What follows belongs to an exercise in optimizing a design on an open flow for small area and a short achievable clock period; a production flow would make more cautious choices.
Function was checked by simulation only, so behaviour that the tests miss may differ from the original.
Power and IR-drop figures of this design are not reliable: the tool's default activity estimate is inflated in some of its runs.

<file path="flow/run.sh">
#!/bin/bash
# synth_recipe.tcl (not shown) runs the flow's synth.tcl, then flattens the netlist and writes it again
# the make line also repeats each setting of config.mk as NAME=value (left out here)
make -C /OpenROAD-flow-scripts/flow DESIGN_CONFIG=/design/flow/config.mk WORK_HOME=/design/flow/orfs CLKGATE_MAP_FILE= SYNTH_SCRIPT=/design/flow/synth_recipe.tcl finish
</file>
<file path="flow/config.mk">
export PLATFORM = sky130hd
export DESIGN_NAME = iq_comp
export DESIGN_NICKNAME = iq_comp
export VERILOG_FILES = /design/flow/design.v
export SDC_FILE = /design/flow/constraint.sdc
export NUM_CORES = 4
export LEC_CHECK = 0
export CAP_MARGIN = 20
export CORE_MARGIN = 2
export CORE_UTILIZATION = 40
export SLEW_MARGIN = 20
</file>
<file path="flow/constraint.sdc">
create_clock -name core_clock -period 8.0 [get_ports {clk}]
set_input_delay 1.6000 -clock core_clock [delete_from_list [all_inputs] [get_ports {clk}]]
set_output_delay 1.6000 -clock core_clock [all_outputs]
set_load 0.01 [all_outputs]
</file>
<file path="flow/design.v">
module iq_comp (
	input clk, RESETn,
	input freeze_iqcomp,				 
	input [1:0] op_mode,
	input [3:0] Ix, Qx,
	input signed [12:0] Wr_in, Wj_in,	 
	output reg signed [3:0] Iy, Qy,		 
	output wire settled,				 
	output reg signed [12:0] Wr, Wj
);
localparam BYPASS = 2'b00;
localparam INT_W = 2'b01;
localparam EXT_W = 2'b10;
localparam CONT_W = 2'b11;				 
wire signed [3:0] Ix_s;
wire signed [3:0] Qx_s;
wire [3:0] M;
wire signed [12:0] Wr_use;
wire signed [12:0] Wj_use;
reg signed [3:0] I_math;
reg signed [3:0] Q_math;
wire signed [12:0] Wr_math;
wire signed [12:0] Wj_math;
wire signed [25:0] I_math_intermediate1;
wire signed [25:0] Q_math_intermediate1;
wire signed [4:0] I_math_intermediate2;
wire signed [4:0] Q_math_intermediate2;
wire signed [25:0] Ix_s_shifted;
wire signed [25:0] Qx_s_shifted;
assign settled = freeze_iqcomp;		 
assign M = 4'd9;					 
assign Ix_s = Ix - 4'd8;
assign Qx_s = Qx - 4'd8;
assign Wr_use = (op_mode == INT_W) ? Wr : Wr_in;
assign Wj_use = (op_mode == INT_W) ? Wj : Wj_in;
assign Ix_s_shifted = $signed(Ix_s) <<< M;
assign Qx_s_shifted = $signed(Qx_s) <<< M;
assign I_math_intermediate1 = Ix_s_shifted + $signed(((Wr_use * Ix_s) + (Wj_use * Qx_s)));
assign Q_math_intermediate1 = Qx_s_shifted + $signed(((Wj_use * Ix_s) - (Wr_use * Qx_s)));
assign I_math_intermediate2 = $signed(I_math_intermediate1) >>> M;
assign Q_math_intermediate2 = $signed(Q_math_intermediate1) >>> M;
always @(*) begin
	if($signed(I_math_intermediate2) < $signed(0-5'd8)) begin
		I_math = $signed(-4'd8);
	end
	else if($signed(I_math_intermediate2) > $signed(5'd7)) begin
		I_math = $signed(4'd7);
	end
	else begin
		I_math = $signed(I_math_intermediate2);
	end
	if($signed(Q_math_intermediate2) < $signed(0-5'd8)) begin
		Q_math = $signed(-4'd8);
	end
	else if($signed(Q_math_intermediate2) > $signed(5'd7)) begin
		Q_math = $signed(4'd7);
	end
	else begin
		Q_math = $signed(Q_math_intermediate2);
	end
end
assign Wr_math = $signed(Wr - ((Iy + Qy) * (Iy - Qy)));
assign Wj_math = $signed(Wj - 2 * Iy * Qy);
always @(posedge clk) begin
	if(~RESETn) begin
		Iy <= 0;
		Qy <= 0;
		Wr <= 0;
		Wj <= 0;
	end else begin
		case (op_mode)
			BYPASS: begin
				Iy <= Ix_s;
				Qy <= Qx_s;
				Wr <= 0;
				Wj <= 0;
			end
			INT_W: begin 
				Iy <= I_math;
				Qy <= Q_math;
				if(freeze_iqcomp) begin 
					Wr <= Wr;
					Wj <= Wj;
				end else begin
					Wr <= Wr_math;
					Wj <= Wj_math;
				end
			end
			EXT_W: begin
				Iy <= I_math;
				Qy <= Q_math;
				Wr <= Wr_use;	 
				Wj <= Wj_use;	 
			end
			CONT_W: begin		 
				Iy <= Ix_s;
				Qy <= Qx_s;
				Wr <= 0;
				Wj <= 0;
			end
			default :  ;
		endcase
	end
end
endmodule  
</file>
==> run notes <==
Run status:
- The flow ran to the end and the layout has no timing, DRC or antenna violations.

Cells and area:
- The area growth from synthesis to final layout is 18.1%.
- Of the cells placed in the final design, the portion with a size suffix greater than 1 is 0.102.
- The antenna diode instance count is 0.
- The top cell types in the final layout, fill and taps aside, are inv_1, fa_1, ha_1, nand2_1, and2_1.
- Leaving out fill and tap cells, the most frequent cell in the layout is inv_1.
- The net count of the finished layout is 1650.
- Once layout is complete, the cells apart from fillers number 1653.

Synth:
- The sequential area share after synthesis is 0.0663.
- Counting flops and latches in the post-synthesis netlist gives 34.
- The synthesized netlist net count is 1532.
- The mapped netlist covers 10300 um^2.
- For this run, asynchronously set or reset flops after synthesis account for 0.
- Synthesis produced 1204 cells.
- The number of warnings issued by yosys is 1.
- Counting flops with a built-in enable in the synthesized netlist gives 0.
- Synthesis instantiated 61 different standard cells from the library.
- A synthesized cell averages 8.52 um^2.
- In the synthesized netlist the dominant register cell turns out to be dfxtp_1.

Route:
- The number of nets still failing antenna checks after routing is 0.
- Summing over every cut layer, the via total after detailed routing is 8426.
- After detailed routing, the average wire length per cell comes to 16.7 um.
- The overall routed net length is 27600 um.
- The number of detailed-routing iterations run before antenna repair is 5.
- After the first detailed-routing iteration, the DRC count stood at 389.
- In the routed layout, each cell is associated on average with a via count of 5.10.
- In the routed design, unresolved DRC markers number 0.

Floorplan:
- The floorplan die height is 164 um.
- The floorplan step set the die width to 164 um.
- 74 I/O pins were placed.
- The effective utilization at floorplan is 0.408.
- The die covers 27000 um^2.
- The floorplan has 58 rows.
- The area of the core is 25200 um^2.

STA:
- Setup repair after global routing left no endpoint under its margin.
- The setup TNS after final layout is 0 ns.
- Across the routed clock network, the largest skew measured is 0.00776 ns.
- The clock period could shrink to 7.68 ns.
- The slew at the pin with the worst max-slew slack is 0.587 ns.
- The worst pin sits at a relative slew slack of 0.607.
- Setup violations remaining at the end of the flow were counted as 0.
- The final count of hold timing violations is 0.
- In the finished design, the share of the clock period the worst path needs comes to 0.960.
- The tightest hold path in the finished design has a slack of 0.550 ns.
- The total count of max-transition violations in the final report came to 0.
- The maximum clock frequency is 130 MHz.

Clock network:
- In this run the deepest clock path goes through 2 buffers.
- After clock tree synthesis, the clock-pin slew on the worst setup and hold paths is 0.06 ns.
- At the later pin of the worst-skew pair, clock insertion delay measures 0.29 ns.
- The tree built by TritonCTS fans out to 34 sinks.
- The hold buffer count at CTS is 0.
- In this run the clock root is driven by a clkbuf_16.
- TritonCTS built the clock tree.
- TritonCTS created 5 clock buffers.
- The H-tree generated during clock tree synthesis spans 2 levels.

Worst setup path:
- For flop-to-flop paths, the worst setup slack is 2.09 ns.
- In this design, the stage delay of the slowest critical-path cell is 0.50 ns.
- The data arrival time of the worst path is 7.87 ns.
- The type of the setup path with the least slack is input pin to flip-flop.
- Measured in cells, the most critical reg-to-reg path has a length of 22.
- The slowest stage of the critical path is the fa_1 cell.
- The number of buffer and inverter instances along the worst setup path is 9.
- The capture instance of the worst register-to-register path is Qy[2].
- The launching point of the worst reg2reg path is Wr[1].
- The most used cell along the critical path is xnor2_1.
- Along the worst path, the maximum fanout reaches 15.
- The nature of the critical path endpoint is a flip-flop.
- Among cell families on the critical path, the largest total delay comes from adder cells.
- The data required time at the worst endpoint is 8.19 ns.
- The critical path startpoint category is an input pin.

Placement:
- The global placement routability congestion is 0.891.
- Input and output buffers added on the ports amount to 73.
- The detailed placement HPWL is 23400 um.
- The count of placed standard cells including taps is 1644.

Global route:
- Entering global routing, the biggest net connects 46 pins.
- For this run, the total global-route usage over all layers was measured as 0.214.
- The initial antenna violation count was 1.
- The final global-route overflow total is 0.
- The number of global-route vias before repair is 8671.
- The first global-routing pass estimated 45000 um of wire.

Flow run:
- Max-cap violations in this run came to 0.

Hold path:
- The end of the worst hold path is Wj[12].
- The type of the worst min-delay path is flip-flop to flip-flop.
- The count of cells along the worst hold path is 2.
- The hold path startpoint is Wj[12].

Pwr:
worst reg2reg max path, delay by kind of cell, from the launching register on:
kind | cells | cell delay, ns
adder cells (fa/ha/maj) | 7 | 2.69
AO/OA/AOI/OAI | 8 | 1.42
flip-flops | 1 | 0.49
AND/OR/NAND/NOR | 3 | 0.43
buffers and inverters | 2 | 0.33
multiplexers | 1 | 0.32
XOR/XNOR | 1 | 0.16
cell usage after synthesis (all sizes together), types with 7 or more instances:
| master | number | area [um^2] |
|---|---|---|
| nand3 | 9 | 45.0 |
| inv | 211 | 792 |
| o21ai | 49 | 245 |
| clkbuf | 34 | 128 |
| o21a | 11 | 82.6 |
| nand2 | 122 | 460 |
| xor2 | 20 | 183 |
| fa | 154 | 3080 |
| a21oi | 49 | 245 |
| ha | 135 | 1690 |
| a211oi | 8 | 60.1 |
| xnor2 | 49 | 429 |
| nor2 | 63 | 236 |
| nor3 | 7 | 35.0 |
| a21o | 11 | 82.6 |
| and2 | 75 | 469 |
| nor2b | 32 | 200 |
| nand2b | 17 | 106 |
| dfxtp | 34 | 681 |
| mux2 | 27 | 308 |
| a22oi | 11 | 82.6 |
per-stage QoR:
stage / setup WS (ns) / util / area (um^2)
final: 0.316 / 0.481 / 12100
after global routing: 0.0105 / 0.481 / 12100
after CTS: 0.0261 / 0.477 / 12000
after detailed placement: -0.298 / 0.471 / 11900
after global placement: -0.137 / 0.471 / 11900
after floorplan: 0.194 / - / 10300
state kept, by name (all words and copies together) (netlist names):
name  count
Iy        4
Wr       13
Qy        4
Wj       13
what timing repair did:
item / 4_1_cts / 5_1_grt
setup buffers: 0 / 1
pin swaps: 0 / 10
setup endpoints to repair: 2 / 8
gates resized for setup: 1 / 27
how the worst max path moves through the flow:
stage | cells after the start | from | slack [ns] | to
finish | 27 | op_mode[0] | 0.32 | Qy[3]
global route | 26 | op_mode[0] | 0.01 | Iy[2]
CTS | 28 | op_mode[1] | 0.03 | Qy[1]
detailed placement | 28 | op_mode[1] | -0.30 | Qy[1]
global placement | 28 | op_mode[1] | -0.14 | Qy[0]
floorplan | 25 | op_mode[1] | 0.19 | Qy[0]
final cells by class:
type,instances,area (um^2)
fillers,2496,13100
multi-input cells,919,8720
repair buffers,150,1360
inverters,212,796
flip-flops and latches,34,681
well taps,330,413
clock buffers,7,143
clock inverters,1,5.00
kinds of logic (layout without fill, tap and decap cells):
group           after synthesis  count (layout)  synth area share
fa+ha+maj                   289             289             0.465
flops                        34              34            0.0663
mux                          32              32            0.0352
xor+xnor                     70              70            0.0618
compound gates              181             181             0.111
simple gates                347             347             0.167
buf+inv                     251             370            0.0940
routing by layer:
layer	GRT usage	vias to the layer above	wire length (um)
li1	-	4071	-
met4	0.0662	0	771
met2	0.373	161	13500
met5	0	-	0
met1	0.278	4157	12100
met3	0.0245	37	1120

[re-timing with driven ports]
The results above use ideal ports. As a check the final layout listed here was re-extracted and re-timed, cells and wires unchanged.
Step 1 assumes that a clkbuf_16 drives the clock port and a buf_2 every other input.
Step 2 adds t to the input delays and takes it off the output delays; t is the mean of the earliest and latest rising clock arrival at the registers after step 1. Input paths then give back, and output paths get back, about the clock's delay inside the block.
Three values: ideal, step 1, step 2; two values: the first two.
t (ns): 0.328
slack for setup (ns): 0.316 / 0.333 / 0.005
clock arrival spread, ns: 0.008 / 0.007
worst data-port slew with drivers (ns): 0.04
pins driven straight from the clock port: 1
After both steps setup and hold are still met in this run. The setup slack of this run moves by +0.017 ns with the drivers and by -0.311 ns with both steps.
